Source: an optimization exercise on an open RTL-to-GDS flow (aim: small area). Production flows keep margins and buffers that such runs may drop.
At most, simulation tests tie the RTL to the original design; equivalence was not proved.
No driver is modelled on the clock port, so clock power and skew are understated where the tree is cut down; a real chip needs a root buffer or a tree.
No activity file was given, so power comes from the tool's default toggle rates.

==> module clock_divider, before the edit <==
module clock_divider(
    input wire clk,
    input wire rst,
    input wire speed_up,
    input wire enable,
    output reg one_second_pulse
);
    localparam [6:0] A0 = 7'b0100001;
    localparam [9:0] B0 = 10'b0000000001;
    localparam [9:0] E998 = 10'b1111101011;
    reg [6:0] a;
    reg [9:0] b;
    reg speed_up_d;
    wire a_zero = ~a[1] & ~a[2] & ~a[3] & ~a[4];            
    wire a_59 = ~a[0] & ~a[2] & ~a[4] & ~a[6];
    wire a_65 = a[1] & a[2] & a[3] & a[4] & a[5];
    wire b_999 = ~b[0] & b[1] & b[2] & ~b[3] & b[4] & ~b[5] & b[6] & b[7] & b[8] & b[9];
    wire b_535 = b[0] & b[1] & b[2] & b[3] & ~b[4] & ~b[5] & b[6] & b[7] & b[8] & ~b[9];
    wire at_limit = b_999 & (speed_up_d ? a_zero : a_59);   
    wire at_65535 = a_65 & b_535;
    wire adjust = speed_up_d & ~speed_up & ~a_zero;         
    wire restart = rst | (enable & (at_limit | at_65535));    
    wire b_restart = restart | (enable & b_999);
    wire load = ~enable & adjust;                            
    wire [9:0] b_step = {b[8:0], b[9] ^ b[6]};
    wire [6:0] a_step = {a[5:0], a[6] ^ a[5]};
    always @(posedge clk) begin
        speed_up_d <= speed_up;    
        one_second_pulse <= ~rst & enable & at_limit;
        b <= b_restart ? B0 : load ? E998 : enable ? b_step : b;
        a <= (restart | load) ? A0 : (enable & b_999) ? a_step : a;
    end
endmodule
Settings: LEC_CHECK=0, CAP_MARGIN=20, CORE_MARGIN=2, CORE_UTILIZATION=40, CTS_BUF_LIST=sky130_fd_sc_hd__clkbuf_4, SLEW_MARGIN=20; clock period 10.0 ns.
standard.sh (not shown) runs the stock make flow with config.mk's settings and CLKGATE_MAP_FILE= SYNTH_SCRIPT=/design/flow/synth_recipe.tcl, a recipe that flattens the netlist after the stock synthesis.
==> flow/flow/run.sh <==
#!/bin/bash
# Own layout flow: the standard ORFS flow with
#  - the standard synthesis script (synth_recipe.tcl) run unchanged, except that the
#    combinational logic is mapped with an area-oriented ABC script (flow/abc_area.script)
#    and adders are left to ABC (no separate half/full-adder extraction);
#  - ports buffered with the smallest buffer (buf_1);
#  - a two-level inverter clock tree built by flow/clock_tree.tcl in place of TritonCTS.
# Each tool's output goes to make.log / write_def.log here, and ORFS's per-step logs
# to orfs/logs/.
set -euo pipefail
W=$(pwd)
export BUFFER_PORTS_ARGS="-buffer_cell sky130_fd_sc_hd__buf_1"
KNOBS=()
while IFS= read -r line; do
  k=${line#export }; k=${k%% =*}; v=${line#*= }
  KNOBS+=("$k=$v")
done < <(grep -E '^export (CORE_UTILIZATION|CORE_MARGIN|CAP_MARGIN|SLEW_MARGIN|PLACE_DENSITY|DIE_AREA|CORE_AREA|CORE_ASPECT_RATIO|CTS_BUF_LIST|CTS_CLUSTER_SIZE|CTS_CLUSTER_DIAMETER) ' config.mk || true)
cfg() { grep -E "^export $1 = " config.mk | head -n 1 | sed -e "s/^export $1 = //" || true; }
CTS_BUFS=$(cfg CTS_BUF_LIST); CTS_BUFS=${CTS_BUFS:-sky130_fd_sc_hd__clkbuf_4}
CTS_SIZE=$(cfg CTS_CLUSTER_SIZE); CTS_SIZE=${CTS_SIZE:-30}
CTS_DIAM=$(cfg CTS_CLUSTER_DIAMETER); CTS_DIAM=${CTS_DIAM:-100}
CTS_ROOT=""
ROOT_ARG=""; [ -n "$CTS_ROOT" ] && ROOT_ARG="-root_buf $CTS_ROOT"
export PRE_CTS_TCL="$W/flow/clock_tree.tcl"
export OWN_CTS_ROOT=sky130_fd_sc_hd__clkinv_8 OWN_CTS_LEAF=sky130_fd_sc_hd__inv_8 OWN_CTS_GROUPS=6
export CTS_ARGS="$ROOT_ARG -sink_clustering_enable -repair_clock_nets -buf_list {$CTS_BUFS} -sink_clustering_size $CTS_SIZE -sink_clustering_max_diameter $CTS_DIAM -dont_use_dummy_load"
make -C "$FLOW_HOME" DESIGN_CONFIG="$W/config.mk" WORK_HOME="$W/orfs" CLKGATE_MAP_FILE= \
  ADDER_MAP_FILE= SYNTH_SCRIPT="$W/flow/synth.tcl" "${KNOBS[@]}" finish > "$W/make.log" 2>&1
R="$W/orfs/results/${FLOW_PLATFORM}/top_module/base"
: # left out here: write the final layout as DEF
Other scripts of this flow, unchanged in this note and not shown: flow/flow/abc_area.script, flow/flow/clock_tree.tcl, flow/flow/synth.tcl
The first run passed the timing, DRC and antenna checks.
==> next run, changes <==
--- a/flow/design.v
+++ b/flow/design.v
@@ -172,14 +172,24 @@
     wire at_65535 = a_65 & b_535;
     wire adjust = speed_up_d & ~speed_up & ~a_zero;         
-    wire restart = rst | (enable & (at_limit | at_65535));    
-    wire b_restart = restart | (enable & b_999);
-    wire load = ~enable & adjust;                            
-    wire [9:0] b_step = {b[8:0], b[9] ^ b[6]};
-    wire [6:0] a_step = {a[5:0], a[6] ^ a[5]};
     always @(posedge clk) begin
         speed_up_d <= speed_up;    
         one_second_pulse <= ~rst & enable & at_limit;
-        b <= b_restart ? B0 : load ? E998 : enable ? b_step : b;
-        a <= (restart | load) ? A0 : (enable & b_999) ? a_step : a;
+        if (rst) begin
+            a <= A0;
+            b <= B0;
+        end else if (enable) begin
+            if (at_limit | at_65535) begin
+                a <= A0;
+                b <= B0;
+            end else if (b_999) begin
+                a <= {a[5:0], a[6] ^ a[5]};
+                b <= B0;
+            end else begin
+                b <= {b[8:0], b[9] ^ b[6]};
+            end
+        end else if (adjust) begin
+            a <= A0;
+            b <= E998;
+        end
     end
 endmodule
Effect:
- The changed run finished clean
- power stays flat
- clock skew shrinks by 0.0052 ns
- worst setup slack improves by 0.071 ns
- fmax is higher slightly
- design area climbs slightly
- utilization falls by 0.95 points
- wire length drops slightly
The RTL of the second run of this note was laid out without a check of its function. In every run of this note, the design's own scripts or RTL, not TritonCTS, make the clock network.

==> port drivers added, routing unchanged <==
Ports are ideal in the flow. The routed layouts listed here were re-timed in OpenROAD. Step 1 assumes that a clkbuf_16 drives the clock port and a buf_2 every other input. Step 2, shift: input delay + t, output delay - t, t = (earliest + latest rising clock arrival at the registers) / 2. This alone moves slack from input paths to output paths. Three values: ideal, step 1, step 2; two values: the first two.
run	shift t [ns]	setup WS [ns]	worst register clock-pin slew, ns	cell pins on the clock port's net
the first run	0.308	5.915 / 5.865 / 6.174	0.12 / 0.12	1
the second run	0.311	5.986 / 5.934 / 6.245	0.11 / 0.11	1
After both steps setup and hold are still met in every run listed.
